This is an optimization exercise on Yosys and OpenROAD, whose aim is small area and a short achievable clock period, not a production implementation.
No functional check of the RTL was part of any run shown here.
Power is estimated from default activity; no workload was simulated.

==> flow/design.v <==
module rrc_filter #(
	parameter WIDTH = 9
)(
	input logic clk,
	input logic rst,
	input logic signed [WIDTH-1:0] filter_in,
	output logic signed [WIDTH-1:0] filter_out
);
  logic [8:0] sr0, sr1, sr2, sr3, sr4, sr5, sr6, sr7, sr8, sr9, sr10, sr11, sr12, sr13, sr14, sr15, sr16, sr17, sr18, sr19, sr20, sr21, sr22, sr23, sr24, sr25, sr26, sr27;
  always_ff @(posedge clk or posedge rst) begin
    if (rst) begin
      sr0 <= 9'h000;
      sr1 <= 9'h000;
      sr2 <= 9'h000;
      sr3 <= 9'h000;
      sr4 <= 9'h000;
      sr5 <= 9'h000;
      sr6 <= 9'h000;
      sr7 <= 9'h000;
      sr8 <= 9'h000;
      sr9 <= 9'h000;
      sr10 <= 9'h000;
      sr11 <= 9'h000;
      sr12 <= 9'h000;
      sr13 <= 9'h000;
      sr14 <= 9'h000;
      sr15 <= 9'h000;
      sr16 <= 9'h000;
      sr17 <= 9'h000;
      sr18 <= 9'h000;
      sr19 <= 9'h000;
      sr20 <= 9'h000;
      sr21 <= 9'h000;
      sr22 <= 9'h000;
      sr23 <= 9'h000;
      sr24 <= 9'h000;
      sr25 <= 9'h000;
      sr26 <= 9'h000;
      sr27 <= 9'h000;
    end else begin
      sr0 <= filter_in;
      sr1 <= sr0;
      sr2 <= sr1;
      sr3 <= sr2;
      sr4 <= sr3;
      sr5 <= sr4;
      sr6 <= sr5;
      sr7 <= sr6;
      sr8 <= sr7;
      sr9 <= sr8;
      sr10 <= sr9;
      sr11 <= sr10;
      sr12 <= sr11;
      sr13 <= sr12;
      sr14 <= sr13;
      sr15 <= sr14;
      sr16 <= sr15;
      sr17 <= sr16;
      sr18 <= sr17;
      sr19 <= sr18;
      sr20 <= sr19;
      sr21 <= sr20;
      sr22 <= sr21;
      sr23 <= sr22;
      sr24 <= sr23;
      sr25 <= sr24;
      sr26 <= sr25;
      sr27 <= sr26;
    end
  end
  logic [9:0] t0;
  always_ff @(posedge clk or posedge rst) begin
    if (rst) t0 <= 10'd392;
    else t0 <= 10'd392 - {{1{filter_in[8]}}, filter_in};
  end
  logic [9:0] pv0;
  always_ff @(posedge clk or posedge rst) begin
    if (rst) pv0 <= 10'd0;
    else pv0 <= {sr11[8], sr11} + {sr13[8], sr13};
  end
  logic [27:0] cs3;
  logic [33:0] cs2;
  logic [34:0] cs1;
  wire n1 = ~sr26[0];
  wire s2, c3;
  rrc_fa u3 (.a(sr24[0]), .b(sr27[0]), .ci(n1), .s(s2), .co(c3));
  wire s4, c5;
  rrc_fa u5 (.a(sr16[0]), .b(sr18[0]), .ci(sr20[0]), .s(s4), .co(c5));
  wire s6, c7;
  rrc_fa u7 (.a(sr21[0]), .b(sr24[1]), .ci(sr27[1]), .s(s6), .co(c7));
  wire s8, c9;
  rrc_fa u9 (.a(sr23[0]), .b(sr26[1]), .ci(s4), .s(s8), .co(c9));
  wire n10 = ~s8;
  wire s11, c12;
  rrc_fa u12 (.a(c3), .b(s6), .ci(n10), .s(s11), .co(c12));
  wire s13, c14;
  rrc_fa u14 (.a(sr15[0]), .b(sr16[1]), .ci(sr18[1]), .s(s13), .co(c14));
  wire s15, c16;
  rrc_fa u16 (.a(sr20[1]), .b(sr23[1]), .ci(sr26[2]), .s(s15), .co(c16));
  wire s17, c18;
  rrc_fa u18 (.a(sr21[1]), .b(sr24[2]), .ci(sr27[2]), .s(s17), .co(c18));
  wire s19, c20;
  rrc_fa u20 (.a(c5), .b(s13), .ci(s15), .s(s19), .co(c20));
  wire n21 = ~c9;
  wire s22, c23;
  rrc_fa u23 (.a(c7), .b(s17), .ci(n21), .s(s22), .co(c23));
  wire n24 = ~s19;
  wire s25, c26;
  rrc_fa u26 (.a(n24), .b(c12), .ci(s22), .s(s25), .co(c26));
  wire s27, c28;
  rrc_fa u28 (.a(sr15[1]), .b(sr16[0]), .ci(sr16[2]), .s(s27), .co(c28));
  wire s29, c30;
  rrc_fa u30 (.a(sr17[0]), .b(sr18[2]), .ci(sr20[2]), .s(s29), .co(c30));
  wire s31, c32;
  rrc_fa u32 (.a(sr18[0]), .b(sr21[2]), .ci(sr24[3]), .s(s31), .co(c32));
  wire n33 = ~sr27[3];
  wire s34, c35;
  rrc_fa u35 (.a(sr23[2]), .b(sr26[3]), .ci(n33), .s(s34), .co(c35));
  wire s36, c37;
  rrc_fa u37 (.a(c14), .b(c16), .ci(s27), .s(s36), .co(c37));
  wire n38 = ~s29;
  wire s39, c40;
  rrc_fa u40 (.a(c18), .b(s31), .ci(n38), .s(s39), .co(c40));
  wire s41, c42;
  rrc_fa u42 (.a(s34), .b(c20), .ci(s36), .s(s41), .co(c42));
  wire n43 = ~s41;
  wire s44, c45;
  rrc_fa u45 (.a(s39), .b(c23), .ci(n43), .s(s44), .co(c45));
  wire s46, c47;
  rrc_fa u47 (.a(sr15[2]), .b(sr16[1]), .ci(sr16[3]), .s(s46), .co(c47));
  wire s48, c49;
  rrc_fa u49 (.a(sr17[1]), .b(sr18[3]), .ci(sr20[3]), .s(s48), .co(c49));
  wire s50, c51;
  rrc_fa u51 (.a(sr18[1]), .b(sr21[3]), .ci(sr24[4]), .s(s50), .co(c51));
  wire n52 = ~sr27[4];
  wire s53, c54;
  rrc_fa u54 (.a(sr23[3]), .b(sr26[4]), .ci(n52), .s(s53), .co(c54));
  wire s55, c56;
  rrc_fa u56 (.a(c28), .b(c30), .ci(c35), .s(s55), .co(c56));
  wire s57, c58;
  rrc_fa u58 (.a(s46), .b(s48), .ci(s53), .s(s57), .co(c58));
  wire s59, c60;
  rrc_fa u60 (.a(c32), .b(s50), .ci(c40), .s(s59), .co(c60));
  wire s61, c62;
  rrc_fa u62 (.a(c37), .b(s55), .ci(s57), .s(s61), .co(c62));
  wire n63 = ~s59;
  wire s64, c65;
  rrc_fa u65 (.a(c42), .b(n63), .ci(s61), .s(s64), .co(c65));
  wire s66, c67;
  rrc_fa u67 (.a(sr15[3]), .b(sr16[2]), .ci(sr16[4]), .s(s66), .co(c67));
  wire s68, c69;
  rrc_fa u69 (.a(sr17[2]), .b(sr18[4]), .ci(sr20[4]), .s(s68), .co(c69));
  wire s70, c71;
  rrc_fa u71 (.a(sr15[0]), .b(sr18[2]), .ci(sr21[4]), .s(s70), .co(c71));
  wire n72 = ~sr24[5];
  wire s73, c74;
  rrc_fa u74 (.a(sr23[4]), .b(sr26[5]), .ci(n72), .s(s73), .co(c74));
  wire s75, c76;
  rrc_fa u76 (.a(c47), .b(c49), .ci(c54), .s(s75), .co(c76));
  wire s77, c78;
  rrc_fa u78 (.a(sr27[5]), .b(c51), .ci(s70), .s(s77), .co(c78));
  wire s79, c80;
  rrc_fa u80 (.a(s66), .b(s68), .ci(s73), .s(s79), .co(c80));
  wire s81, c82;
  rrc_fa u82 (.a(c56), .b(c58), .ci(s75), .s(s81), .co(c82));
  wire n83 = ~s79;
  wire s84, c85;
  rrc_fa u85 (.a(s77), .b(n83), .ci(c60), .s(s84), .co(c85));
  wire s86, c87;
  rrc_fa u87 (.a(c62), .b(s81), .ci(c65), .s(s86), .co(c87));
  wire s88, c89;
  rrc_fa u89 (.a(sr15[4]), .b(sr16[3]), .ci(sr16[5]), .s(s88), .co(c89));
  wire s90, c91;
  rrc_fa u91 (.a(sr17[3]), .b(sr18[5]), .ci(sr20[5]), .s(s90), .co(c91));
  wire s92, c93;
  rrc_fa u93 (.a(sr15[1]), .b(sr18[3]), .ci(sr21[5]), .s(s92), .co(c93));
  wire n94 = ~sr24[6];
  wire s95, c96;
  rrc_fa u96 (.a(sr23[5]), .b(sr26[6]), .ci(n94), .s(s95), .co(c96));
  wire s97, c98;
  rrc_fa u98 (.a(c67), .b(c69), .ci(c74), .s(s97), .co(c98));
  wire s99, c100;
  rrc_fa u100 (.a(sr27[6]), .b(c71), .ci(s92), .s(s99), .co(c100));
  wire s101, c102;
  rrc_fa u102 (.a(s88), .b(s90), .ci(s95), .s(s101), .co(c102));
  wire s103, c104;
  rrc_fa u104 (.a(c76), .b(c80), .ci(s97), .s(s103), .co(c104));
  wire n105 = ~s101;
  wire s106, c107;
  rrc_fa u107 (.a(c78), .b(s99), .ci(n105), .s(s106), .co(c107));
  wire n108 = ~s106;
  wire s109, c110;
  rrc_fa u110 (.a(c82), .b(s103), .ci(n108), .s(s109), .co(c110));
  wire s111, c112;
  rrc_fa u112 (.a(sr15[5]), .b(sr16[4]), .ci(sr16[6]), .s(s111), .co(c112));
  wire s113, c114;
  rrc_fa u114 (.a(sr17[4]), .b(sr18[6]), .ci(sr20[6]), .s(s113), .co(c114));
  wire s115, c116;
  rrc_fa u116 (.a(sr15[2]), .b(sr18[4]), .ci(sr21[6]), .s(s115), .co(c116));
  wire n117 = ~sr24[7];
  wire s118, c119;
  rrc_fa u119 (.a(sr23[6]), .b(sr26[7]), .ci(n117), .s(s118), .co(c119));
  wire s120, c121;
  rrc_fa u121 (.a(c89), .b(c91), .ci(c96), .s(s120), .co(c121));
  wire s122, c123;
  rrc_fa u123 (.a(sr27[7]), .b(c93), .ci(s115), .s(s122), .co(c123));
  wire s124, c125;
  rrc_fa u125 (.a(s111), .b(s113), .ci(s118), .s(s124), .co(c125));
  wire s126, c127;
  rrc_fa u127 (.a(c98), .b(c102), .ci(s120), .s(s126), .co(c127));
  wire n128 = ~s124;
  wire s129, c130;
  rrc_fa u130 (.a(c100), .b(s122), .ci(n128), .s(s129), .co(c130));
  wire n131 = ~c107;
  wire s132, c133;
  rrc_fa u133 (.a(c104), .b(s126), .ci(n131), .s(s132), .co(c133));
  wire s134, c135;
  rrc_fa u135 (.a(sr15[6]), .b(sr16[5]), .ci(sr16[7]), .s(s134), .co(c135));
  wire s136, c137;
  rrc_fa u137 (.a(sr17[5]), .b(sr18[7]), .ci(sr20[7]), .s(s136), .co(c137));
  wire s138, c139;
  rrc_fa u139 (.a(sr23[7]), .b(sr24[8]), .ci(sr27[8]), .s(s138), .co(c139));
  wire s140, c141;
  rrc_fa u141 (.a(sr15[3]), .b(sr18[5]), .ci(sr21[7]), .s(s140), .co(c141));
  wire s142, c143;
  rrc_fa u143 (.a(c112), .b(c114), .ci(c119), .s(s142), .co(c143));
  wire s144, c145;
  rrc_fa u145 (.a(sr26[8]), .b(c116), .ci(s140), .s(s144), .co(c145));
  wire s146, c147;
  rrc_fa u147 (.a(s134), .b(s136), .ci(s138), .s(s146), .co(c147));
  wire s148, c149;
  rrc_fa u149 (.a(c121), .b(c125), .ci(s142), .s(s148), .co(c149));
  wire n150 = ~s146;
  wire s151, c152;
  rrc_fa u152 (.a(c123), .b(s144), .ci(n150), .s(s151), .co(c152));
  wire n153 = ~c130;
  wire s154, c155;
  rrc_fa u155 (.a(c127), .b(s148), .ci(n153), .s(s154), .co(c155));
  wire n156 = ~s151;
  wire s157, c158;
  rrc_fa u158 (.a(n156), .b(c133), .ci(s154), .s(s157), .co(c158));
  wire s159, c160;
  rrc_fa u160 (.a(sr15[7]), .b(sr16[6]), .ci(sr17[6]), .s(s159), .co(c160));
  wire s161, c162;
  rrc_fa u162 (.a(sr15[4]), .b(sr16[8]), .ci(sr18[6]), .s(s161), .co(c162));
  wire s163, c164;
  rrc_fa u164 (.a(sr18[8]), .b(sr20[8]), .ci(sr23[8]), .s(s163), .co(c164));
  wire s165, c166;
  rrc_fa u166 (.a(sr21[8]), .b(c135), .ci(c137), .s(s165), .co(c166));
  wire s167, c168;
  rrc_fa u168 (.a(c141), .b(s161), .ci(s163), .s(s167), .co(c168));
  wire s169, c170;
  rrc_fa u170 (.a(c139), .b(s159), .ci(c143), .s(s169), .co(c170));
  wire n171 = ~c145;
  wire s172, c173;
  rrc_fa u173 (.a(c147), .b(s165), .ci(n171), .s(s172), .co(c173));
  wire n174 = ~s167;
  wire s175, c176;
  rrc_fa u176 (.a(n174), .b(s169), .ci(c149), .s(s175), .co(c176));
  wire n177 = ~c152;
  wire s178, c179;
  rrc_fa u179 (.a(s172), .b(n177), .ci(s175), .s(s178), .co(c179));
  wire s180, c181;
  rrc_fa u181 (.a(sr15[5]), .b(sr15[8]), .ci(sr18[7]), .s(s180), .co(c181));
  wire s182, c183;
  rrc_fa u183 (.a(sr16[7]), .b(sr17[7]), .ci(c160), .s(s182), .co(c183));
  wire s184, c185;
  rrc_fa u185 (.a(c162), .b(c164), .ci(s180), .s(s184), .co(c185));
  wire n186 = ~c168;
  wire s187, c188;
  rrc_fa u188 (.a(c166), .b(s182), .ci(n186), .s(s187), .co(c188));
  wire n189 = ~s184;
  wire s190, c191;
  rrc_fa u191 (.a(n189), .b(c170), .ci(c173), .s(s190), .co(c191));
  wire s192, c193;
  rrc_fa u193 (.a(s187), .b(c176), .ci(s190), .s(s192), .co(c193));
  wire s194, c195;
  rrc_fa u195 (.a(sr15[6]), .b(sr16[8]), .ci(sr17[8]), .s(s194), .co(c195));
  wire n196 = ~sr18[8];
  wire s197, c198;
  rrc_fa u198 (.a(n196), .b(c181), .ci(s194), .s(s197), .co(c198));
  wire n199 = ~c183;
  wire s200, c201;
  rrc_fa u201 (.a(n199), .b(c185), .ci(s197), .s(s200), .co(c201));
  wire n202 = ~s200;
  wire s203, c204;
  rrc_fa u204 (.a(c188), .b(n202), .ci(c191), .s(s203), .co(c204));
  wire s205, c206;
  rrc_fa u206 (.a(sr15[7]), .b(c195), .ci(c198), .s(s205), .co(c206));
  wire n207 = ~cs3[1];
  wire s208, c209;
  rrc_fa u209 (.a(sr11[0]), .b(sr15[0]), .ci(n207), .s(s208), .co(c209));
  wire s210, c211;
  rrc_fa u211 (.a(sr11[1]), .b(sr13[0]), .ci(sr15[1]), .s(s210), .co(c211));
  wire n212 = ~c209;
  wire s213, c214;
  rrc_fa u214 (.a(cs3[2]), .b(pv0[2]), .ci(n212), .s(s213), .co(c214));
  wire s215, c216;
  rrc_fa u216 (.a(sr8[0]), .b(sr11[2]), .ci(sr13[1]), .s(s215), .co(c216));
  wire s217, c218;
  rrc_fa u218 (.a(cs3[3]), .b(cs3[4]), .ci(pv0[3]), .s(s217), .co(c218));
  wire s219, c220;
  rrc_fa u220 (.a(sr15[2]), .b(c211), .ci(s215), .s(s219), .co(c220));
  wire n221 = ~s219;
  wire s222, c223;
  rrc_fa u223 (.a(s217), .b(c214), .ci(n221), .s(s222), .co(c223));
  wire s224, c225;
  rrc_fa u225 (.a(cs3[6]), .b(sr8[1]), .ci(sr11[3]), .s(s224), .co(c225));
  wire s226, c227;
  rrc_fa u227 (.a(cs3[5]), .b(sr11[0]), .ci(sr15[0]), .s(s226), .co(c227));
  wire n228 = ~pv0[0];
  wire s229, c230;
  rrc_fa u230 (.a(sr13[2]), .b(sr15[3]), .ci(n228), .s(s229), .co(c230));
  wire s231, c232;
  rrc_fa u232 (.a(pv0[4]), .b(c218), .ci(s226), .s(s231), .co(c232));
  wire s233, c234;
  rrc_fa u234 (.a(c216), .b(s224), .ci(s229), .s(s233), .co(c234));
  wire n235 = ~s231;
  wire s236, c237;
  rrc_fa u237 (.a(c220), .b(s233), .ci(n235), .s(s236), .co(c237));
  wire s238, c239;
  rrc_fa u239 (.a(cs3[8]), .b(sr8[2]), .ci(sr11[4]), .s(s238), .co(c239));
  wire s240, c241;
  rrc_fa u241 (.a(cs3[7]), .b(sr11[1]), .ci(sr15[1]), .s(s240), .co(c241));
  wire n242 = ~pv0[1];
  wire s243, c244;
  rrc_fa u244 (.a(sr13[3]), .b(sr15[4]), .ci(n242), .s(s243), .co(c244));
  wire s245, c246;
  rrc_fa u246 (.a(c225), .b(c230), .ci(s238), .s(s245), .co(c246));
  wire s247, c248;
  rrc_fa u248 (.a(pv0[5]), .b(c227), .ci(s240), .s(s247), .co(c248));
  wire s249, c250;
  rrc_fa u250 (.a(s243), .b(c234), .ci(s245), .s(s249), .co(c250));
  wire n251 = ~c237;
  wire s252, c253;
  rrc_fa u253 (.a(c232), .b(s247), .ci(n251), .s(s252), .co(c253));
  wire s254, c255;
  rrc_fa u255 (.a(cs3[10]), .b(cs3[11]), .ci(sr8[3]), .s(s254), .co(c255));
  wire s256, c257;
  rrc_fa u257 (.a(sr11[5]), .b(sr13[0]), .ci(sr13[4]), .s(s256), .co(c257));
  wire s258, c259;
  rrc_fa u259 (.a(cs3[9]), .b(sr11[2]), .ci(sr15[2]), .s(s258), .co(c259));
  wire n260 = ~sr15[5];
  wire s261, c262;
  rrc_fa u262 (.a(pv0[2]), .b(pv0[6]), .ci(n260), .s(s261), .co(c262));
  wire s263, c264;
  rrc_fa u264 (.a(c239), .b(c244), .ci(s254), .s(s263), .co(c264));
  wire s265, c266;
  rrc_fa u266 (.a(c241), .b(s258), .ci(s261), .s(s265), .co(c266));
  wire s267, c268;
  rrc_fa u268 (.a(s256), .b(c246), .ci(s263), .s(s267), .co(c268));
  wire n269 = ~c250;
  wire s270, c271;
  rrc_fa u271 (.a(c248), .b(s265), .ci(n269), .s(s270), .co(c271));
  wire n272 = ~s267;
  wire s273, c274;
  rrc_fa u274 (.a(n272), .b(c253), .ci(s270), .s(s273), .co(c274));
  wire s275, c276;
  rrc_fa u276 (.a(cs3[13]), .b(cs3[14]), .ci(sr8[4]), .s(s275), .co(c276));
  wire s277, c278;
  rrc_fa u278 (.a(sr11[6]), .b(sr13[0]), .ci(sr13[1]), .s(s277), .co(c278));
  wire s279, c280;
  rrc_fa u280 (.a(sr13[5]), .b(sr15[6]), .ci(pv0[0]), .s(s279), .co(c280));
  wire s281, c282;
  rrc_fa u282 (.a(cs3[12]), .b(sr11[3]), .ci(sr15[3]), .s(s281), .co(c282));
  wire s283, c284;
  rrc_fa u284 (.a(pv0[3]), .b(pv0[7]), .ci(c259), .s(s283), .co(c284));
  wire s285, c286;
  rrc_fa u286 (.a(c255), .b(c257), .ci(s275), .s(s285), .co(c286));
  wire n287 = ~c262;
  wire s288, c289;
  rrc_fa u289 (.a(n287), .b(s277), .ci(s279), .s(s288), .co(c289));
  wire s290, c291;
  rrc_fa u291 (.a(s281), .b(s283), .ci(c266), .s(s290), .co(c291));
  wire s292, c293;
  rrc_fa u293 (.a(c264), .b(s285), .ci(s288), .s(s292), .co(c293));
  wire n294 = ~s290;
  wire s295, c296;
  rrc_fa u296 (.a(c268), .b(n294), .ci(s292), .s(s295), .co(c296));
  wire s297, c298;
  rrc_fa u298 (.a(cs3[15]), .b(sr8[5]), .ci(sr11[7]), .s(s297), .co(c298));
  wire s299, c300;
  rrc_fa u300 (.a(sr13[1]), .b(sr13[2]), .ci(sr13[6]), .s(s299), .co(c300));
  wire s301, c302;
  rrc_fa u302 (.a(sr11[4]), .b(sr15[4]), .ci(pv0[4]), .s(s301), .co(c302));
  wire n303 = ~pv0[8];
  wire s304, c305;
  rrc_fa u305 (.a(sr15[7]), .b(pv0[1]), .ci(n303), .s(s304), .co(c305));
  wire s306, c307;
  rrc_fa u307 (.a(c276), .b(c278), .ci(c280), .s(s306), .co(c307));
  wire s308, c309;
  rrc_fa u309 (.a(s297), .b(s299), .ci(s304), .s(s308), .co(c309));
  wire s310, c311;
  rrc_fa u311 (.a(c282), .b(s301), .ci(c284), .s(s310), .co(c311));
  wire s312, c313;
  rrc_fa u313 (.a(c286), .b(c289), .ci(s306), .s(s312), .co(c313));
  wire n314 = ~s308;
  wire s315, c316;
  rrc_fa u316 (.a(n314), .b(s310), .ci(c291), .s(s315), .co(c316));
  wire s317, c318;
  rrc_fa u318 (.a(c293), .b(s312), .ci(c296), .s(s317), .co(c318));
  wire s319, c320;
  rrc_fa u320 (.a(cs3[16]), .b(cs3[17]), .ci(cs3[18]), .s(s319), .co(c320));
  wire s321, c322;
  rrc_fa u322 (.a(sr8[6]), .b(sr13[2]), .ci(sr13[3]), .s(s321), .co(c322));
  wire s323, c324;
  rrc_fa u324 (.a(sr13[7]), .b(pv0[2]), .ci(pv0[9]), .s(s323), .co(c324));
  wire s325, c326;
  rrc_fa u326 (.a(sr11[5]), .b(sr11[8]), .ci(sr15[5]), .s(s325), .co(c326));
  wire s327, c328;
  rrc_fa u328 (.a(sr15[8]), .b(pv0[5]), .ci(c302), .s(s327), .co(c328));
  wire s329, c330;
  rrc_fa u330 (.a(c298), .b(c300), .ci(c305), .s(s329), .co(c330));
  wire s331, c332;
  rrc_fa u332 (.a(s319), .b(s321), .ci(s323), .s(s331), .co(c332));
  wire s333, c334;
  rrc_fa u334 (.a(c307), .b(c309), .ci(s329), .s(s333), .co(c334));
  wire n335 = ~s331;
  wire s336, c337;
  rrc_fa u337 (.a(s325), .b(s327), .ci(n335), .s(s336), .co(c337));
  wire n338 = ~c311;
  wire s339, c340;
  rrc_fa u340 (.a(n338), .b(c313), .ci(s333), .s(s339), .co(c340));
  wire n341 = ~s339;
  wire s342, c343;
  rrc_fa u343 (.a(s336), .b(c316), .ci(n341), .s(s342), .co(c343));
  wire s344, c345;
  rrc_fa u345 (.a(cs3[19]), .b(cs3[20]), .ci(sr8[7]), .s(s344), .co(c345));
  wire s346, c347;
  rrc_fa u347 (.a(sr13[3]), .b(sr13[4]), .ci(pv0[3]), .s(s346), .co(c347));
  wire s348, c349;
  rrc_fa u349 (.a(sr11[6]), .b(sr13[8]), .ci(sr15[6]), .s(s348), .co(c349));
  wire s350, c351;
  rrc_fa u351 (.a(c320), .b(c322), .ci(c324), .s(s350), .co(c351));
  wire s352, c353;
  rrc_fa u353 (.a(pv0[6]), .b(c326), .ci(s348), .s(s352), .co(c353));
  wire s354, c355;
  rrc_fa u355 (.a(s344), .b(s346), .ci(c330), .s(s354), .co(c355));
  wire n356 = ~c328;
  wire s357, c358;
  rrc_fa u358 (.a(n356), .b(c332), .ci(s350), .s(s357), .co(c358));
  wire n359 = ~s352;
  wire s360, c361;
  rrc_fa u361 (.a(n359), .b(s354), .ci(c334), .s(s360), .co(c361));
  wire s362, c363;
  rrc_fa u363 (.a(s357), .b(c340), .ci(s360), .s(s362), .co(c363));
  wire s364, c365;
  rrc_fa u365 (.a(cs3[21]), .b(cs3[22]), .ci(sr13[4]), .s(s364), .co(c365));
  wire s366, c367;
  rrc_fa u367 (.a(sr8[8]), .b(sr11[7]), .ci(sr15[7]), .s(s366), .co(c367));
  wire n368 = ~pv0[7];
  wire s369, c370;
  rrc_fa u370 (.a(sr13[5]), .b(pv0[4]), .ci(n368), .s(s369), .co(c370));
  wire s371, c372;
  rrc_fa u372 (.a(c345), .b(c347), .ci(s364), .s(s371), .co(c372));
  wire n373 = ~s369;
  wire s374, c375;
  rrc_fa u375 (.a(c349), .b(s366), .ci(n373), .s(s374), .co(c375));
  wire n376 = ~c353;
  wire s377, c378;
  rrc_fa u378 (.a(c351), .b(n376), .ci(s371), .s(s377), .co(c378));
  wire n379 = ~s374;
  wire s380, c381;
  rrc_fa u381 (.a(n379), .b(c355), .ci(c358), .s(s380), .co(c381));
  wire s382, c383;
  rrc_fa u383 (.a(s377), .b(c361), .ci(s380), .s(s382), .co(c383));
  wire s384, c385;
  rrc_fa u385 (.a(cs3[25]), .b(sr11[8]), .ci(sr13[5]), .s(s384), .co(c385));
  wire s386, c387;
  rrc_fa u387 (.a(sr13[6]), .b(sr15[8]), .ci(pv0[5]), .s(s386), .co(c387));
  wire s388, c389;
  rrc_fa u389 (.a(cs3[23]), .b(cs3[24]), .ci(pv0[8]), .s(s388), .co(c389));
  wire s390, c391;
  rrc_fa u391 (.a(c365), .b(c370), .ci(s384), .s(s390), .co(c391));
  wire n392 = ~s386;
  wire s393, c394;
  rrc_fa u394 (.a(c367), .b(s388), .ci(n392), .s(s393), .co(c394));
  wire n395 = ~c375;
  wire s396, c397;
  rrc_fa u397 (.a(c372), .b(s390), .ci(n395), .s(s396), .co(c397));
  wire n398 = ~s393;
  wire s399, c400;
  rrc_fa u400 (.a(n398), .b(c378), .ci(s396), .s(s399), .co(c400));
  wire s401, c402;
  rrc_fa u402 (.a(cs3[26]), .b(sr13[6]), .ci(sr13[7]), .s(s401), .co(c402));
  wire n403 = ~cs3[27];
  wire s404, c405;
  rrc_fa u405 (.a(pv0[6]), .b(pv0[9]), .ci(n403), .s(s404), .co(c405));
  wire s406, c407;
  rrc_fa u407 (.a(c385), .b(c387), .ci(s401), .s(s406), .co(c407));
  wire n408 = ~c389;
  wire s409, c410;
  rrc_fa u410 (.a(n408), .b(s404), .ci(c391), .s(s409), .co(c410));
  wire s411, c412;
  rrc_fa u412 (.a(s406), .b(s409), .ci(c397), .s(s411), .co(c412));
  wire n413 = ~c394;
  wire s414, c415;
  rrc_fa u415 (.a(n413), .b(c400), .ci(s411), .s(s414), .co(c415));
  wire n416 = ~sr13[8];
  wire s417, c418;
  rrc_fa u418 (.a(sr13[7]), .b(pv0[7]), .ci(n416), .s(s417), .co(c418));
  wire s419, c420;
  rrc_fa u420 (.a(c402), .b(c405), .ci(s417), .s(s419), .co(c420));
  wire s421, c422;
  rrc_fa u422 (.a(c407), .b(s419), .ci(c410), .s(s421), .co(c422));
  wire n423 = ~sr13[8];
  wire s424, c425;
  rrc_fa u425 (.a(pv0[8]), .b(n423), .ci(c418), .s(s424), .co(c425));
  wire s426, c427;
  rrc_fa u427 (.a(c420), .b(s424), .ci(c422), .s(s426), .co(c427));
  wire n428 = ~pv0[9];
  wire s429, c430;
  rrc_fa u430 (.a(n428), .b(c425), .ci(c427), .s(s429), .co(c430));
  wire s431, c432;
  rrc_fa u432 (.a(cs2[0]), .b(cs2[1]), .ci(sr2[0]), .s(s431), .co(c432));
  wire s433, c434;
  rrc_fa u434 (.a(cs2[3]), .b(sr0[1]), .ci(sr3[0]), .s(s433), .co(c434));
  wire s435, c436;
  rrc_fa u436 (.a(sr6[0]), .b(sr8[0]), .ci(sr10[0]), .s(s435), .co(c436));
  wire s437, c438;
  rrc_fa u438 (.a(cs2[2]), .b(sr2[1]), .ci(sr5[0]), .s(s437), .co(c438));
  wire n439 = ~c432;
  wire s440, c441;
  rrc_fa u441 (.a(n439), .b(s433), .ci(s435), .s(s440), .co(c441));
  wire s442, c443;
  rrc_fa u443 (.a(cs2[4]), .b(sr0[2]), .ci(sr3[1]), .s(s442), .co(c443));
  wire s444, c445;
  rrc_fa u445 (.a(sr6[1]), .b(sr8[1]), .ci(sr10[1]), .s(s444), .co(c445));
  wire s446, c447;
  rrc_fa u447 (.a(cs2[5]), .b(sr2[2]), .ci(sr5[1]), .s(s446), .co(c447));
  wire s448, c449;
  rrc_fa u449 (.a(sr11[0]), .b(c434), .ci(c436), .s(s448), .co(c449));
  wire n450 = ~c438;
  wire s451, c452;
  rrc_fa u452 (.a(n450), .b(s442), .ci(s444), .s(s451), .co(c452));
  wire n453 = ~s446;
  wire s454, c455;
  rrc_fa u455 (.a(n453), .b(c441), .ci(s448), .s(s454), .co(c455));
  wire s456, c457;
  rrc_fa u457 (.a(sr0[3]), .b(sr3[2]), .ci(sr6[2]), .s(s456), .co(c457));
  wire s458, c459;
  rrc_fa u459 (.a(sr8[2]), .b(sr10[0]), .ci(sr10[2]), .s(s458), .co(c459));
  wire s460, c461;
  rrc_fa u461 (.a(cs2[6]), .b(sr2[3]), .ci(sr5[2]), .s(s460), .co(c461));
  wire s462, c463;
  rrc_fa u463 (.a(sr11[1]), .b(c443), .ci(c445), .s(s462), .co(c463));
  wire s464, c465;
  rrc_fa u465 (.a(sr8[0]), .b(c447), .ci(s460), .s(s464), .co(c465));
  wire s466, c467;
  rrc_fa u467 (.a(s456), .b(s458), .ci(c449), .s(s466), .co(c467));
  wire n468 = ~s464;
  wire s469, c470;
  rrc_fa u470 (.a(c452), .b(s462), .ci(n468), .s(s469), .co(c470));
  wire s471, c472;
  rrc_fa u472 (.a(s466), .b(c455), .ci(s469), .s(s471), .co(c472));
  wire s473, c474;
  rrc_fa u474 (.a(cs2[8]), .b(sr0[4]), .ci(sr3[3]), .s(s473), .co(c474));
  wire s475, c476;
  rrc_fa u476 (.a(sr6[3]), .b(sr8[3]), .ci(sr10[1]), .s(s475), .co(c476));
  wire s477, c478;
  rrc_fa u478 (.a(cs2[7]), .b(sr2[4]), .ci(sr5[3]), .s(s477), .co(c478));
  wire n479 = ~sr8[1];
  wire s480, c481;
  rrc_fa u481 (.a(sr10[3]), .b(sr11[2]), .ci(n479), .s(s480), .co(c481));
  wire s482, c483;
  rrc_fa u483 (.a(c457), .b(c459), .ci(s473), .s(s482), .co(c483));
  wire n484 = ~s475;
  wire s485, c486;
  rrc_fa u486 (.a(c461), .b(s477), .ci(n484), .s(s485), .co(c486));
  wire s487, c488;
  rrc_fa u488 (.a(s480), .b(c463), .ci(s482), .s(s487), .co(c488));
  wire n489 = ~c467;
  wire s490, c491;
  rrc_fa u491 (.a(c465), .b(s485), .ci(n489), .s(s490), .co(c491));
  wire n492 = ~s490;
  wire s493, c494;
  rrc_fa u494 (.a(c470), .b(s487), .ci(n492), .s(s493), .co(c494));
  wire s495, c496;
  rrc_fa u496 (.a(cs2[9]), .b(sr0[5]), .ci(sr3[4]), .s(s495), .co(c496));
  wire s497, c498;
  rrc_fa u498 (.a(sr6[4]), .b(sr8[4]), .ci(sr10[2]), .s(s497), .co(c498));
  wire s499, c500;
  rrc_fa u500 (.a(cs2[10]), .b(sr2[5]), .ci(sr5[4]), .s(s499), .co(c500));
  wire n501 = ~sr10[4];
  wire s502, c503;
  rrc_fa u503 (.a(sr8[2]), .b(sr11[0]), .ci(n501), .s(s502), .co(c503));
  wire s504, c505;
  rrc_fa u505 (.a(sr11[3]), .b(c474), .ci(c476), .s(s504), .co(c505));
  wire s506, c507;
  rrc_fa u507 (.a(c481), .b(s495), .ci(s497), .s(s506), .co(c507));
  wire s508, c509;
  rrc_fa u509 (.a(c478), .b(s499), .ci(s502), .s(s508), .co(c509));
  wire s510, c511;
  rrc_fa u511 (.a(c483), .b(s504), .ci(s506), .s(s510), .co(c511));
  wire n512 = ~c488;
  wire s513, c514;
  rrc_fa u514 (.a(c486), .b(s508), .ci(n512), .s(s513), .co(c514));
  wire n515 = ~s510;
  wire s516, c517;
  rrc_fa u517 (.a(n515), .b(c491), .ci(s513), .s(s516), .co(c517));
  wire s518, c519;
  rrc_fa u519 (.a(sr0[6]), .b(sr3[5]), .ci(sr6[5]), .s(s518), .co(c519));
  wire s520, c521;
  rrc_fa u521 (.a(sr8[5]), .b(sr10[3]), .ci(sr10[5]), .s(s520), .co(c521));
  wire s522, c523;
  rrc_fa u523 (.a(cs2[11]), .b(sr2[6]), .ci(sr5[5]), .s(s522), .co(c523));
  wire n524 = ~sr11[4];
  wire s525, c526;
  rrc_fa u526 (.a(sr8[3]), .b(sr11[1]), .ci(n524), .s(s525), .co(c526));
  wire s527, c528;
  rrc_fa u528 (.a(c496), .b(c498), .ci(s518), .s(s527), .co(c528));
  wire s529, c530;
  rrc_fa u530 (.a(c500), .b(c503), .ci(s522), .s(s529), .co(c530));
  wire n531 = ~s525;
  wire s532, c533;
  rrc_fa u533 (.a(s520), .b(n531), .ci(c505), .s(s532), .co(c533));
  wire n534 = ~c509;
  wire s535, c536;
  rrc_fa u536 (.a(c507), .b(n534), .ci(s527), .s(s535), .co(c536));
  wire n537 = ~s529;
  wire s538, c539;
  rrc_fa u539 (.a(n537), .b(s532), .ci(c511), .s(s538), .co(c539));
  wire n540 = ~c514;
  wire s541, c542;
  rrc_fa u542 (.a(s535), .b(n540), .ci(s538), .s(s541), .co(c542));
  wire s543, c544;
  rrc_fa u544 (.a(cs2[13]), .b(sr0[7]), .ci(sr3[6]), .s(s543), .co(c544));
  wire s545, c546;
  rrc_fa u546 (.a(sr6[6]), .b(sr8[6]), .ci(sr10[4]), .s(s545), .co(c546));
  wire s547, c548;
  rrc_fa u548 (.a(cs2[12]), .b(cs2[14]), .ci(sr2[7]), .s(s547), .co(c548));
  wire s549, c550;
  rrc_fa u550 (.a(sr5[6]), .b(sr8[4]), .ci(sr11[2]), .s(s549), .co(c550));
  wire s551, c552;
  rrc_fa u552 (.a(sr10[6]), .b(sr11[5]), .ci(c519), .s(s551), .co(c552));
  wire s553, c554;
  rrc_fa u554 (.a(c523), .b(c526), .ci(s547), .s(s553), .co(c554));
  wire s555, c556;
  rrc_fa u556 (.a(c521), .b(s543), .ci(s545), .s(s555), .co(c556));
  wire s557, c558;
  rrc_fa u558 (.a(s549), .b(c530), .ci(s553), .s(s557), .co(c558));
  wire s559, c560;
  rrc_fa u560 (.a(c528), .b(s551), .ci(s555), .s(s559), .co(c560));
  wire s561, c562;
  rrc_fa u562 (.a(c533), .b(c536), .ci(s559), .s(s561), .co(c562));
  wire n563 = ~s557;
  wire s564, c565;
  rrc_fa u565 (.a(n563), .b(c539), .ci(s561), .s(s564), .co(c565));
  wire s566, c567;
  rrc_fa u567 (.a(cs2[16]), .b(sr2[8]), .ci(sr3[7]), .s(s566), .co(c567));
  wire s568, c569;
  rrc_fa u569 (.a(sr6[7]), .b(sr8[7]), .ci(sr10[5]), .s(s568), .co(c569));
  wire s570, c571;
  rrc_fa u571 (.a(cs2[15]), .b(sr0[8]), .ci(sr5[7]), .s(s570), .co(c571));
  wire n572 = ~sr10[7];
  wire s573, c574;
  rrc_fa u574 (.a(sr8[5]), .b(sr11[3]), .ci(n572), .s(s573), .co(c574));
  wire s575, c576;
  rrc_fa u576 (.a(sr11[6]), .b(c544), .ci(c546), .s(s575), .co(c576));
  wire s577, c578;
  rrc_fa u578 (.a(c548), .b(c550), .ci(s570), .s(s577), .co(c578));
  wire n579 = ~s573;
  wire s580, c581;
  rrc_fa u581 (.a(s566), .b(s568), .ci(n579), .s(s580), .co(c581));
  wire s582, c583;
  rrc_fa u583 (.a(c552), .b(c556), .ci(s575), .s(s582), .co(c583));
  wire n584 = ~s580;
  wire s585, c586;
  rrc_fa u586 (.a(c554), .b(s577), .ci(n584), .s(s585), .co(c586));
  wire n587 = ~c558;
  wire s588, c589;
  rrc_fa u589 (.a(c560), .b(n587), .ci(s582), .s(s588), .co(c589));
  wire n590 = ~s585;
  wire s591, c592;
  rrc_fa u592 (.a(n590), .b(c562), .ci(s588), .s(s591), .co(c592));
  wire s593, c594;
  rrc_fa u594 (.a(cs2[17]), .b(sr5[8]), .ci(sr10[6]), .s(s593), .co(c594));
  wire s595, c596;
  rrc_fa u596 (.a(cs2[18]), .b(sr3[8]), .ci(sr6[8]), .s(s595), .co(c596));
  wire s597, c598;
  rrc_fa u598 (.a(sr8[6]), .b(sr8[8]), .ci(sr10[8]), .s(s597), .co(c598));
  wire s599, c600;
  rrc_fa u600 (.a(sr11[7]), .b(c567), .ci(c569), .s(s599), .co(c600));
  wire s601, c602;
  rrc_fa u602 (.a(sr11[4]), .b(c571), .ci(c574), .s(s601), .co(c602));
  wire n603 = ~s593;
  wire s604, c605;
  rrc_fa u605 (.a(s595), .b(s597), .ci(n603), .s(s604), .co(c605));
  wire s606, c607;
  rrc_fa u607 (.a(c576), .b(s599), .ci(c581), .s(s606), .co(c607));
  wire s608, c609;
  rrc_fa u609 (.a(c578), .b(s601), .ci(s604), .s(s608), .co(c609));
  wire n610 = ~c586;
  wire s611, c612;
  rrc_fa u612 (.a(c583), .b(s606), .ci(n610), .s(s611), .co(c612));
  wire s613, c614;
  rrc_fa u614 (.a(cs2[19]), .b(cs2[21]), .ci(sr8[7]), .s(s613), .co(c614));
  wire n615 = ~sr11[5];
  wire s616, c617;
  rrc_fa u617 (.a(cs2[20]), .b(sr10[7]), .ci(n615), .s(s616), .co(c617));
  wire s618, c619;
  rrc_fa u619 (.a(sr11[8]), .b(c596), .ci(c598), .s(s618), .co(c619));
  wire n620 = ~s613;
  wire s621, c622;
  rrc_fa u622 (.a(c594), .b(s616), .ci(n620), .s(s621), .co(c622));
  wire s623, c624;
  rrc_fa u624 (.a(c602), .b(s618), .ci(c605), .s(s623), .co(c624));
  wire s625, c626;
  rrc_fa u626 (.a(c600), .b(s621), .ci(c607), .s(s625), .co(c626));
  wire n627 = ~s625;
  wire s628, c629;
  rrc_fa u629 (.a(c609), .b(s623), .ci(n627), .s(s628), .co(c629));
  wire s630, c631;
  rrc_fa u631 (.a(cs2[22]), .b(cs2[23]), .ci(sr8[8]), .s(s630), .co(c631));
  wire s632, c633;
  rrc_fa u633 (.a(sr10[8]), .b(sr11[6]), .ci(c614), .s(s632), .co(c633));
  wire n634 = ~c619;
  wire s635, c636;
  rrc_fa u636 (.a(c617), .b(s630), .ci(n634), .s(s635), .co(c636));
  wire n637 = ~c622;
  wire s638, c639;
  rrc_fa u639 (.a(s632), .b(n637), .ci(c624), .s(s638), .co(c639));
  wire n640 = ~s638;
  wire s641, c642;
  rrc_fa u642 (.a(s635), .b(c626), .ci(n640), .s(s641), .co(c642));
  wire s643, c644;
  rrc_fa u644 (.a(cs2[24]), .b(cs2[25]), .ci(cs2[26]), .s(s643), .co(c644));
  wire n645 = ~sr11[7];
  wire s646, c647;
  rrc_fa u647 (.a(n645), .b(c631), .ci(s643), .s(s646), .co(c647));
  wire n648 = ~c633;
  wire s649, c650;
  rrc_fa u650 (.a(n648), .b(s646), .ci(c636), .s(s649), .co(c650));
  wire s651, c652;
  rrc_fa u652 (.a(cs2[27]), .b(sr11[8]), .ci(c644), .s(s651), .co(c652));
  wire s653, c654;
  rrc_fa u654 (.a(c647), .b(s651), .ci(c650), .s(s653), .co(c654));
  wire s655, c656;
  rrc_fa u656 (.a(cs2[28]), .b(cs2[29]), .ci(cs2[30]), .s(s655), .co(c656));
  wire s657, c658;
  rrc_fa u658 (.a(s655), .b(c652), .ci(c654), .s(s657), .co(c658));
  wire n659 = ~cs1[1];
  wire n660 = ~cs1[2];
  wire n661 = ~cs1[10];
  wire n662 = ~cs1[11];
  wire n663 = ~cs1[17];
  wire n664 = ~cs1[22];
  wire n665 = ~cs1[23];
  wire n666 = ~cs1[25];
  wire s667, c668;
  rrc_ha u668 (.a(cs1[18]), .b(cs1[19]), .s(s667), .co(c668));
  wire s669, c670;
  rrc_ha u670 (.a(cs1[20]), .b(t0[9]), .s(s669), .co(c670));
  wire s671, c672;
  rrc_fa1 u672 (.a(cs1[21]), .b(n664), .s(s671), .co(c672));
  wire s673, c674;
  rrc_ha u674 (.a(cs1[0]), .b(t0[0]), .s(s673), .co(c674));
  wire s675, c676;
  rrc_fa u676 (.a(cs1[3]), .b(t0[1]), .ci(n660), .s(s675), .co(c676));
  wire s677, c678;
  rrc_fa u678 (.a(cs1[4]), .b(cs1[5]), .ci(t0[2]), .s(s677), .co(c678));
  wire s679, c680;
  rrc_ha u680 (.a(cs1[6]), .b(t0[3]), .s(s679), .co(c680));
  wire s681, c682;
  rrc_fa u682 (.a(cs1[7]), .b(cs1[8]), .ci(t0[4]), .s(s681), .co(c682));
  wire s683, c684;
  rrc_fa u684 (.a(cs1[9]), .b(t0[5]), .ci(n661), .s(s683), .co(c684));
  wire s685, c686;
  rrc_fa u686 (.a(cs1[12]), .b(t0[6]), .ci(n662), .s(s685), .co(c686));
  wire s687, c688;
  rrc_fa u688 (.a(cs1[13]), .b(cs1[14]), .ci(t0[7]), .s(s687), .co(c688));
  wire s689, c690;
  rrc_fa u690 (.a(cs1[15]), .b(cs1[16]), .ci(t0[8]), .s(s689), .co(c690));
  wire s691, c692;
  rrc_fa u692 (.a(n663), .b(s667), .ci(s669), .s(s691), .co(c692));
  wire s693, c694;
  rrc_fa u694 (.a(c668), .b(c670), .ci(s671), .s(s693), .co(c694));
  wire s695, c696;
  rrc_fa u696 (.a(cs1[24]), .b(n665), .ci(c672), .s(s695), .co(c696));
  wire s697, c698;
  rrc_fa u698 (.a(cs1[26]), .b(cs1[27]), .ci(n666), .s(s697), .co(c698));
  wire n699 = ~cs1[28];
  wire n700 = ~cs1[29];
  wire s701, c702;
  rrc_fa u702 (.a(cs1[30]), .b(cs1[31]), .ci(cs1[32]), .s(s701), .co(c702));
  wire n703 = ~cs1[33];
  always_ff @(posedge clk or posedge rst) begin
    if (rst) cs3 <= 28'b0000111010101100010100011011;
    else cs3 <= {c206, sr15[8], c204, s205, c201, s203, c193, s192, c179, c158, s178, c155, s157, s132, c110, s129, c87, s109, c85, s86, s84, s64, c45, s44, c26, s25, s11, s2};
  end
  always_ff @(posedge clk or posedge rst) begin
    if (rst) cs2 <= 34'b1000001110110001011010110101100001;
    else cs2 <= {c430, s429, s426, c415, c412, s421, s414, c383, s399, c381, s382, c363, c343, s362, c337, s342, c318, s317, s315, c274, s295, c271, s273, s252, s249, s236, c223, s222, s213, s210, s208, pv0[1], pv0[0], cs3[0]};
  end
  always_ff @(posedge clk or posedge rst) begin
    if (rst) cs1 <= 35'b10000111100100010011001100100011010;
    else cs1 <= {cs2[33], cs2[32], c658, c656, cs2[31], s657, s653, c642, s649, c639, s641, c629, s628, c612, c592, s611, c589, s608, s591, c565, s564, c542, s541, c517, s516, c494, s493, c472, s471, s454, s451, s440, s437, s431, sr0[0]};
  end
  wire [18:0] fa_ = {1'b1, cs1[34], n703, s701, n700, n699, s697, s695, s693, s691, s689, s687, s685, s683, s681, s679, s677, s675, n659};
  wire [18:0] fb_ = {1'b0, cs1[33], c702, cs1[29], cs1[28], c698, c696, c694, c692, c690, c688, c686, c684, c682, c680, c678, c676, c674, s673};
  wire [18:0] sum_ = fa_ + fb_;
  wire ovf_ = (sum_[18] != sum_[16]) || (sum_[17] != sum_[16]);
  wire [8:0] y_ = ovf_ ? (sum_[18] ? 9'h100 : 9'h0ff) : sum_[16:8];
  always_ff @(posedge clk or posedge rst) begin
    if (rst) filter_out <= 9'd0;
    else filter_out <= y_;
  end
endmodule
module rrc_fa (input logic a, input logic b, input logic ci, output logic s, output logic co);
  assign s = a ^ b ^ ci;
  assign co = (a & b) | (a & ci) | (b & ci);
endmodule
module rrc_carry8 (input logic [7:0] a, input logic [7:0] b, output logic co);
  wire [8:0] t = {1'b0, a} + {1'b0, b};
  assign co = t[8];
endmodule
module rrc_hsat (input logic [10:0] a, input logic [10:0] b, input logic ci, output logic [8:0] y);
  wire [11:0] t2 = {a, ci} + {b, ci};
  wire [10:0] t = t2[11:1];
  wire ovf = (t[10] != t[8]) || (t[9] != t[8]);
  assign y = ovf ? (t[10] ? 9'h100 : 9'h0ff) : t[8:0];
endmodule
module rrc_fa1 (input logic a, input logic b, output logic s, output logic co);
  assign s = ~(a ^ b);
  assign co = a | b;
endmodule
module rrc_ha (input logic a, input logic b, output logic s, output logic co);
  assign s = a ^ b;
  assign co = a & b;
endmodule
==> flow/flow/run.sh <==
#!/bin/bash
# Own layout flow: the standard ORFS flow (standard.sh, unchanged synthesis), with
#  - timing repair aimed below the design's period (SETUP_SLACK_MARGIN; the SDC is unchanged),
#  - port buffers of a normal buffer cell rather than the smallest one.
# Each step's full log is kept by ORFS under orfs/logs/; make's own output goes to flow.log.
set -uo pipefail
bash standard.sh SETUP_SLACK_MARGIN=6.9 "BUFFER_PORTS_ARGS=-buffer_cell sky130_fd_sc_hd__buf_4" finish > flow.log 2>&1
==> flow/standard.sh <==
#!/bin/bash
# synth_recipe.tcl (not shown) runs the flow's synth.tcl, then flattens the netlist and writes it again
# the make line also repeats each setting of config.mk as NAME=value (left out here)
make -C /OpenROAD-flow-scripts/flow DESIGN_CONFIG=/design/flow/config.mk WORK_HOME=/design/flow/orfs CLKGATE_MAP_FILE= SYNTH_SCRIPT=/design/flow/synth_recipe.tcl "${@:-finish}"
==> flow/config.mk <==
export PLATFORM = sky130hd
export DESIGN_NAME = rrc_filter
export DESIGN_NICKNAME = rrc_filter
export VERILOG_FILES = /design/flow/design.v
export SDC_FILE = /design/flow/constraint.sdc
export NUM_CORES = 4
export LEC_CHECK = 0
export ABC_CLOCK_PERIOD_IN_PS = 800
export CAP_MARGIN = 20
export CORE_MARGIN = 2
export CORE_UTILIZATION = 70
export CTS_BUF_LIST = sky130_fd_sc_hd__clkbuf_16
export CTS_CLUSTER_DIAMETER = 80
export CTS_CLUSTER_SIZE = 30
export PLACE_DENSITY = 0.75
export SLEW_MARGIN = 20
export SYNTH_HIERARCHICAL = 1
==> flow/constraint.sdc <==
create_clock -name core_clock -period 10.5 [get_ports {clk}]
set_input_delay 2.1000 -clock core_clock [delete_from_list [all_inputs] [get_ports {clk}]]
set_output_delay 2.1000 -clock core_clock [all_outputs]
set_load 0.01 [all_outputs]
==> results of run 1 <==
## per-module statistics from Yosys, one instance, submodules excluded
module      cells  copies in the design  cell area [um^2]  flops+latches
rrc_fa1         5                     1              27.5              0
rrc_filter    665                     1             11300            375
rrc_fa          1                   295              20.0              0
rrc_ha          1                     4              12.5              0
## state kept, by name, summed over array words and instances, names as in the netlist, 10 cells and up
| name | cells |
|---|---|
| cs1 | 34 |
| cs2 | 34 |
| cs3 | 28 |
| pv0 | 10 |
## power by group through the flow
stage	logic, mW	clock network [mW]	registers (mW)
finish	3.23	0.721	2.04
global route	3.72	0.797	2.07
CTS	3.28	0.744	2.05
detailed placement	3.26	0	2.07
global placement	3.09	0	2.06
floorplan	2.44	0	2.02
## path summary, 6_finish.rpt
path / start / slack [ns] / endpoint / depth (start not counted)
worst min-delay path: sr4[7] / 0.34 / sr5[7] / 0
worst max-delay path: sr11[8] / 7.23 / cs2[32] / 6
worst max register to register: sr11[8] / 7.23 / cs2[32] / 6
min in group asynchronous: rst / 1.86 / pv0[6] / 3
worst min register to register: sr4[7] / 0.34 / sr5[7] / 0
max in group asynchronous: rst / 7.42 / sr11[8] / 4
## cells in the final DEF (no fill, tap or decap), types with 4 or more instances in the layout
cell / synthesis / layout
a21o_1: 5 / 5
a21oi_1: 21 / 21
a21oi_2: 7 / 7
buf_4: 0 / 22
clkbuf_16: 0 / 17
dfrtp_1: 328 / 328
dfstp_2: 47 / 47
fa_1: 296 / 296
ha_1: 32 / 32
inv_1: 119 / 124
nand2_1: 17 / 17
nand3_1: 4 / 4
nor2_1: 12 / 12
o21a_1: 4 / 4
o21ai_0: 4 / 4
o21ai_1: 7 / 7
xnor2_1: 9 / 9
xor2_1: 11 / 11
## worst max-delay path, stage by stage, from the launching register on
cell,delay [ns]
dfrtp_1,0.62
fa_1,0.51
fa_1,0.39
fa_1,0.42
fa_1,0.39
fa_1,0.39
fa_1,0.43
## Yosys cell counts, types with 2 or more instances
| master | instances | share of area |
|---|---|---|
| nand3_1 | 4 | 0.0012 |
| fa_1 | 296 | 0.34 |
| ha_1 | 32 | 0.023 |
| dfstp_2 | 47 | 0.072 |
| xnor2_1 | 9 | 0.0046 |
| nor2_1 | 12 | 0.0026 |
| a211oi_2 | 2 | 0.0014 |
| nand2_1 | 17 | 0.0037 |
| buf_2 | 2 | 0.00058 |
| dfrtp_1 | 328 | 0.48 |
| o21ai_0 | 4 | 0.0012 |
| o21a_1 | 4 | 0.0017 |
| o21ai_1 | 7 | 0.0020 |
| o21bai_1 | 3 | 0.0013 |
| a21oi_2 | 7 | 0.0036 |
| a21boi_0 | 2 | 0.00087 |
| xor2_1 | 11 | 0.0056 |
| a21o_1 | 5 | 0.0022 |
| o211ai_1 | 2 | 0.00087 |
| nand2b_1 | 2 | 0.00072 |
| inv_1 | 119 | 0.026 |
| a21oi_1 | 21 | 0.0061 |
| o21ai_2 | 2 | 0.0010 |
| and2_1 | 2 | 0.00072 |
| nand4_1 | 2 | 0.00072 |
| nor3_1 | 3 | 0.00087 |
## layer usage
metal | global-route usage | wire, um | vias to the layer above
li1 | - | - | 3060
met1 | 0.375 | 12400 | 4097
met2 | 0.408 | 14600 | 105
met3 | 0.0280 | 810 | 46
met4 | 0.0609 | 719 | 0
met5 | 0 | 0 | -
## cell type report
type | instances | share of cell area
Clock buffer | 17 | 0.0232
Clock inverter | 10 | 0.00246
Inverter | 119 | 0.0246
Multi-Input combinational cell | 473 | 0.402
Sequential cell | 375 | 0.515
Tap cell | 324 | 0.0221
Timing Repair Buffer | 24 | 0.0102
## kinds of logic after synthesis
kind of cell | after synthesis
AOI/OAI and AO/OA | 72
xor gates and xnor gates | 21
adders and majority gates | 328
buffers and inverters | 121
DFF | 375
muxes | 1
and+or+nand+nor | 51
==> run notes, run 1 <==
- Via count of the first global-routing pass: 8831
* DRC Markers: 0
* Peak supply drop: approximately 0.35 mV
- Final Instance Count excl. Fillers: 1342
- Kind of path behind the tightest hold check: flop to flop
- Ratio of total power to cell area: 327 nW/um^2
- Ports: 20
- Warnings from Yosys: 7
- In the final timing run, aggregate negative setup slack is 0 ns.
* Die boundary height: 161 um
- Complex-gate fraction of the synthesized area: 0.0319
* Area growth syn-to-layout: 6.12%
- Gate Count Post-Synth: between 900 and 1000
- Placer Congestion: 0.859
- Detailed routing inserted a total of 7308 vias.
- In this run the standard cell core region covers 24200 um^2.
- Share of synthesized area spent on multiplexers: 0.000580
- 1st-iter DRT viols: 510
- CTS built an H-tree with a depth of 1.
* Reg clk slew, reported paths: between 0.1 and 0.15 ns
- For this run, the detailed router's first-pass iteration total came to 4.
- By area, the combinational part of the netlist is dominated by adder cells.
- The max-slew violation total from the final report came to 0.
- For the finished layout, the period the worst path requires is around 3.3 ns.
- The finished cells cover 18300 um^2.
- Once detail routing completed, the nets flagged for antenna violations numbered 0.
* Unrepaired setup endpoints after global routing: false
* Endpoints failing hold: 0
* Worst setup skew after layout: 0.0237 ns
- Total area of multi-input combinational cells: 7360 um^2
- Overall fraction of global-route tracks in use: 0.248
- Cell area reported after detailed placement: 17800 um^2
- The initialized floorplan defines 57 standard-cell rows.
- Adder-cell share of the synthesized area: 0.366
* Clock Sinks: roughly 380
- Average detailed-routed wire length per instance: between 20 and 25 um
* Number of antenna violations at the first check in global routing: 0
- Counting distinct cell types in the post-synthesis netlist gives 50.
* Number of flops mapped to enable cells by yosys: 0
* XOR/XNOR Fraction of Synth Area: 0.0117
* Critical path launch point type: flop
- Total power draw: 5.99 mW
- FF+latch area: 9440 um^2
- The share of total power dissipated in combinational logic is 0.539.
- Setup slack after placement: 6.47 ns
- In this run, synthesis produced a sequential element count of 375.
- Sequential fraction of the synthesis area: 0.547
* Global-route wire length before repair: 48.3 mm
- Mean number of vias per cell: roughly 5.4
- Final setup margin: ~7.2 ns
* Root buffer cell: clkbuf_16
- TritonCTS clock tree: done
* Final wirelength: 28.5 mm
* Maximum number of pins on one net before global-route repair: 90
* Half-perimeter wire length after placement: 22.3 mm
* Global-route congestion overflow total: 0
- For the pin with the worst max-slew slack, the measured transition is 0.916 ns.
* Ant. Diodes: 0
* Status: complete, no violations
* WS Path Type: flop to flop
* Buffers added on ports: 19
- Endpoints failing setup: 0
- Of all nets on the critical path, the largest fanout is 6.
- Cell-internal power: 3.58 mW
- Top flip-flop cell by instance count after synthesis: dfrtp_1
- The initial utilization of the core area, before any placement, comes to 0.712.
* Number of buffers inserted for hold repair after clock tree synthesis: 0
* Register share of total power: 0.340
- Number of nets in the finished design: 1348
- Share of flip-flops with an asynchronous set or reset after synthesis: 1.00
- Net switching component of the power: approximately 2.4 mW
- Crit path arrival time: 3.66 ns
* Worst slew margin relative to its limit: 0.389
- Post-route clock period utilization: 0.311
- The clock passes through at most 3 buffers.
- In the final layout, the share of cells above drive strength 1 is 0.114.
- Once placement completed, the tool counted placed cells totaling 1315.
- Total standard cell area after synthesis: 17300 um^2
* Number of buffers created by CTS: 16
* Die Width: 161 um
* Post-CTS Setup Repair Bufs: 0
- Max Fclk: 306 MHz
- Net count after synthesis: roughly 1300
- In this run the static leakage power is 8.10 nW.
* Post-cts gate resize count: 0
- Layout fillers: 1403
- The share of total power dissipated in the clock network is 0.120.
* Data required, critical path: 10.89 ns
- Of the total synthesized cell area, the portion taken by AND, OR, NAND and NOR gates is 0.0159.
* Max-cap check violation count: 0
- Clock latency (worst-skew pair): 0.51 ns
- Endpoint type of the worst setup path: flop
- Post-Synthesis Mean Instance Area: 17.8 um^2
- Of the total power, the share spent switching nets is 0.403.
* Post-route core utilization: 0.756
- DIE AREA: 25900 um^2
- Hold timing on the final database bottoms out at a slack of 0.338 ns.
==> inputs of run 2 (changes only) <==
--- a/flow/flow/run.sh
+++ b/flow/flow/run.sh
@@ -6,2 +6,2 @@
 set -uo pipefail
-bash standard.sh SETUP_SLACK_MARGIN=6.9 "BUFFER_PORTS_ARGS=-buffer_cell sky130_fd_sc_hd__buf_4" finish > flow.log 2>&1
+bash standard.sh SETUP_SLACK_MARGIN=7.1 "BUFFER_PORTS_ARGS=-buffer_cell sky130_fd_sc_hd__buf_4" finish > flow.log 2>&1
==> run notes, run 2 <==
* Max incr delay on CP: 0.61 ns (was 0.62 ns)
* Overall via count from detail_route: 7314 (was 7308)
- The global placer's final weighted congestion is 0.859 (unchanged).
- Cell area reported after detailed placement: 17800 um^2 (unchanged)
* Max-slew violations: 0 (unchanged)
* Ports: 20 (unchanged)
- The met2 routing resource usage after global routing is 0.408 (about the same).
* Overall fraction of global-route tracks in use: 0.248 (about the same)
- Biggest area contributors in the synthesized netlist: dfrtp_1, fa_1, dfstp_2 (unchanged)
- DRC Markers: 0 (unchanged)
* Layout cells sized above 1: 0.114 (unchanged)
- Via count of the first global-routing pass: 8831 (unchanged)
- Total area of multi-input combinational cells: 7360 um^2 (unchanged)
- Mean number of vias per cell: 5.45 (about the same)
* Leakage: 8.10 nW (unchanged)
- Highest-count cells in the layout ignoring fill and taps: dfrtp_1, fa_1, inv_1 (unchanged)
- Cell seen most often among critical-path stages: fa_1 (unchanged)
* Gate Count Post-Synth: 969 (unchanged)
- Clock latency (worst-skew pair): 0.51 ns (about the same)
- The clock tree buffer depth is 3 (unchanged).
- Max Fclk: 306 MHz (about the same)
* Die Width: 161 um (unchanged)
- The category of the worst setup path capture point is a flop (unchanged).
* Post-CTS Setup Repair Bufs: 0 (unchanged)
- Ant. Diodes: 0 (unchanged)
* Met3 Use GR: 0.0280 (unchanged)
* TritonCTS clock tree: done (unchanged)
* Final wirelength: 28.5 mm (about the same)
* GR met1 Demand/Resource: 0.374 (was 0.375)
- Number of storage elements in the synthesis netlist: 375 (unchanged)
- Number of nets in the finished design: 1348 (unchanged)
- The number of antenna violations at the first check in global routing was 0 (unchanged).
* Worst slew margin relative to its limit: 0.389 (about the same)
- Cell type of the slowest stage on the worst timing path: dfrtp_1 (unchanged)
- Peak supply drop: 0.351 mV (about the same)
- The critical path data arrival time came to 3.65 ns (was 3.66 ns).
- Startpoint of the worst-slack reg-to-reg timing path: sr11[8] (unchanged)
- Biggest regs: cs1 x34, cs2 x34, cs3 x28 (unchanged)
- Data required, critical path: 10.89 ns (about the same)
* Number of buffers inserted for hold repair after clock tree synthesis: 0 (unchanged)
- The area growth from synthesis to layout is 6.12% (unchanged).
- Critical-path maximum fanout: 6 (unchanged)
- Kind of path behind the tightest hold check: flop to flop (unchanged)
- The final count of negative-setup-slack endpoints was 0 (unchanged).
- Global-route congestion overflow total: 0 (unchanged)
- Clock Sinks: 375 (unchanged)
* 1st-iter DRT viols: 509 (was 510)
* Layout fillers: 1403 (unchanged)
* Average detailed-routed wire length per instance: 21.3 um (about the same)
- The number of levels the H-tree was split into was 1 (unchanged).
- Total Negative Setup Slacks: 0 ns (unchanged)
- Total standard cell area after synthesis: 17300 um^2 (unchanged)
* Post-route worst hold slack: 0.339 ns (was 0.338 ns)
* Unrepaired setup endpoints after global routing: false (unchanged)
* Critical path launch point type: flop (unchanged)
* Critical path buffers and inverters: 0 (unchanged)
- Warnings from Yosys: 7 (unchanged)
* Half-perimeter wire length after placement: 22.3 mm (unchanged)
- The overall power consumption came to 5.99 mW (about the same).
- The utilization after layout was 0.756 (unchanged).
- The count of buffers from port buffering is 19 (unchanged).
- Antenna Violating Nets Remaining: 0 (unchanged)
- Floorplan row count: 57 (unchanged)
* Setup slack after placement: 6.47 ns (unchanged)
* Shortest period the worst path allows: 3.26 ns (was 3.27 ns)
- The leading area contributor after synthesis is dfrtp_1 (unchanged).
- FF+latch area: 9440 um^2 (unchanged)
- The register clock-pin slew on the reported worst setup and hold paths was 0.11 ns (about the same).
* Final setup margin: 7.24 ns (was 7.23 ns)
- Core outline area: 24200 um^2 (unchanged)
* Number of buffers created by CTS: 16 (unchanged)
* Root buffer cell: clkbuf_16 (unchanged)
- Initial DRT Pass Iterations: 4 (unchanged)
* Global-route wire length before repair: 48.3 mm (about the same)
- The startpoint of the worst hold path is sr4[7] (unchanged).
* Top cells by instance count after synthesis: dfrtp_1, fa_1, inv_1, dfstp_2, ha_1 (unchanged)
- Maximum number of pins on one net before global-route repair: 90 (unchanged)
* Ordered list of cells on the worst path: fa_1 > fa_1 > fa_1 > fa_1 > fa_1 > fa_1 (unchanged)
* Count of unique library cells instantiated by Yosys: 50 (unchanged)
- The post-placement cell count was 1315 (unchanged).
- The hold violation count in the final report came to 0 (unchanged).
- The die boundary height is 161 um (unchanged).
- The critical path class is flop to flop (unchanged).
* Share of flip-flops with an asynchronous set or reset after synthesis: 1.00 (unchanged)
- Post-route clock period utilization: 0.311 (about the same)
* Share of the synthesized area in the top cell type: 0.475 (unchanged)
- Most common cell after layout, fill and taps aside: dfrtp_1 (unchanged)
* Status: complete, no violations (unchanged)
- The average size of a mapped cell was 17.8 um^2 (unchanged).
- Max-cap check violation count: 0 (unchanged)
* Effective utilization at floorplan: 0.712 (unchanged)
- The library cell with the highest instance count after synthesis was dfrtp_1 (unchanged).
- Most Crowded Layer GR: met2 (unchanged)
- Final Instance Count excl. Fillers: 1342 (unchanged)
- Net count after synthesis: 1308 (unchanged)
* DIE AREA: 25900 um^2 (unchanged)
- The worst clock skew on the final layout came to 0.0250 ns (was 0.0237 ns).
- The prevailing post-synth register cell is dfrtp_1 (unchanged).
- Critical path's top delay family: adder cells (unchanged)
- The count of flip-flops with a built-in enable after synthesis was 0 (unchanged).
- The pin slew with the least headroom to its limit is 0.916 ns (about the same).
- Source of the critical timing path: sr11[8] (unchanged)
- The area of all placed cells without fillers is 18300 um^2 (unchanged).
- Ratio of total power to cell area: 327 nW/um^2 (about the same)
- The post-synthesis sequential area ratio was 0.547 (unchanged).
==> run 2: cell counts after synthesis <==
No cell type changed its count.
==> run 2: layout make-up <==
type	instances	area share
Clock buffer	17	0.0232
Clock inverter	10	0.00246
Inverter	119	0.0246
Multi-Input combinational cell	473	0.402
Sequential cell	375	0.515
Tap cell	324	0.0221
Timing Repair Buffer	24	0.0102
==> run 2: per-module statistics from Yosys, one instance, submodules excluded <==
module | flops+latches | cells | cell area [um^2] | times used
rrc_filter | 375 | 665 | 11300 | 1
rrc_fa1 | 0 | 5 | 27.5 | 1
rrc_fa | 0 | 1 | 20.0 | 295
rrc_ha | 0 | 1 | 12.5 | 4
==> run 2: worst register-to-register path: stages, from the launching register on <==
cell and delay, ns:
dfrtp_1 0.61, fa_1 0.51, fa_1 0.39, fa_1 0.42, fa_1 0.39, fa_1 0.39, fa_1 0.43
==> run 2: per-layer routing <==
layer	vias up	routed length, um
met5	-	0
met4	0	712
met3	46	864
met2	113	14600
met1	4092	12300
li1	3063	-
==> run 2: final timing paths <==
check	cells past startpoint	to	slack, ns
worst max-delay path	6	cs2[32]	7.24
worst min-delay path	0	sr5[7]	0.34
worst max register to register	6	cs2[32]	7.24
worst min register to register	0	sr5[7]	0.34
max in group asynchronous	4	sr2[0]	7.41
min in group asynchronous	3	sr13[8]	1.86
==> run 2: report_power, final <==
part	internal [mW]	switching (mW)	total [mW]
Sequential	1.85	0.184	2.04
Clock	0.299	0.420	0.719
Combinational	1.43	1.81	3.23
Total	3.58	2.41	5.99
==> run 2: what timing repair did <==
| item | in CTS | in global routing |
|---|---|---|
| setup endpoints to repair | 76 | 0 |
| endpoints found under the hold margin | 0 | 0 |
| resized for setup | 1 | 0 |
==> run 2: logic make-up after synthesis <==
group                    Yosys count  share of synthesized area
flip-flops                       375                      0.547
adder cells (fa/ha/maj)          328                      0.366
buffers and inverters            121                     0.0265
AO/OA/AOI/OAI                     72                     0.0319
AND/OR/NAND/NOR                   51                     0.0159
XOR/XNOR                          21                     0.0117
multiplexers                       1                   0.000580

-- static timing again, ports no longer ideal --
Ports are ideal in the flow. The routed layouts listed here were re-timed in OpenROAD.
Step 1 sets driving cells, clkbuf_16 on the clock port and buf_2 on the other inputs (assumed; they add their load-dependent delay and slew).
Step 2 adds t to the input delays and takes it off the output delays; t is the mean of the earliest and latest rising clock arrival at the registers after step 1. Input paths then give back, and output paths get back, about the clock's delay inside the block.
a / b / c = ideal / step 1 / step 2; a / b = the first two.
run	t (ns)	setup WS [ns]	hold WS [ns]	latest minus earliest clock arrival (ns)	worst register clock-pin slew, ns
run 1	0.553	7.231 / 7.231 / 6.894	0.338 / 0.338 / 0.338	0.030 / 0.030	0.11 / 0.11
run 2	0.552	7.237 / 7.237 / 6.884	0.339 / 0.339 / 0.339	0.032 / 0.032	0.11 / 0.11
After both steps setup and hold are still met in every run listed. The setup slack of run 2, which loses most, moves by 0.000 ns with the drivers and by -0.353 ns with both steps. The worst setup slack also covers recovery checks on asynchronous resets.
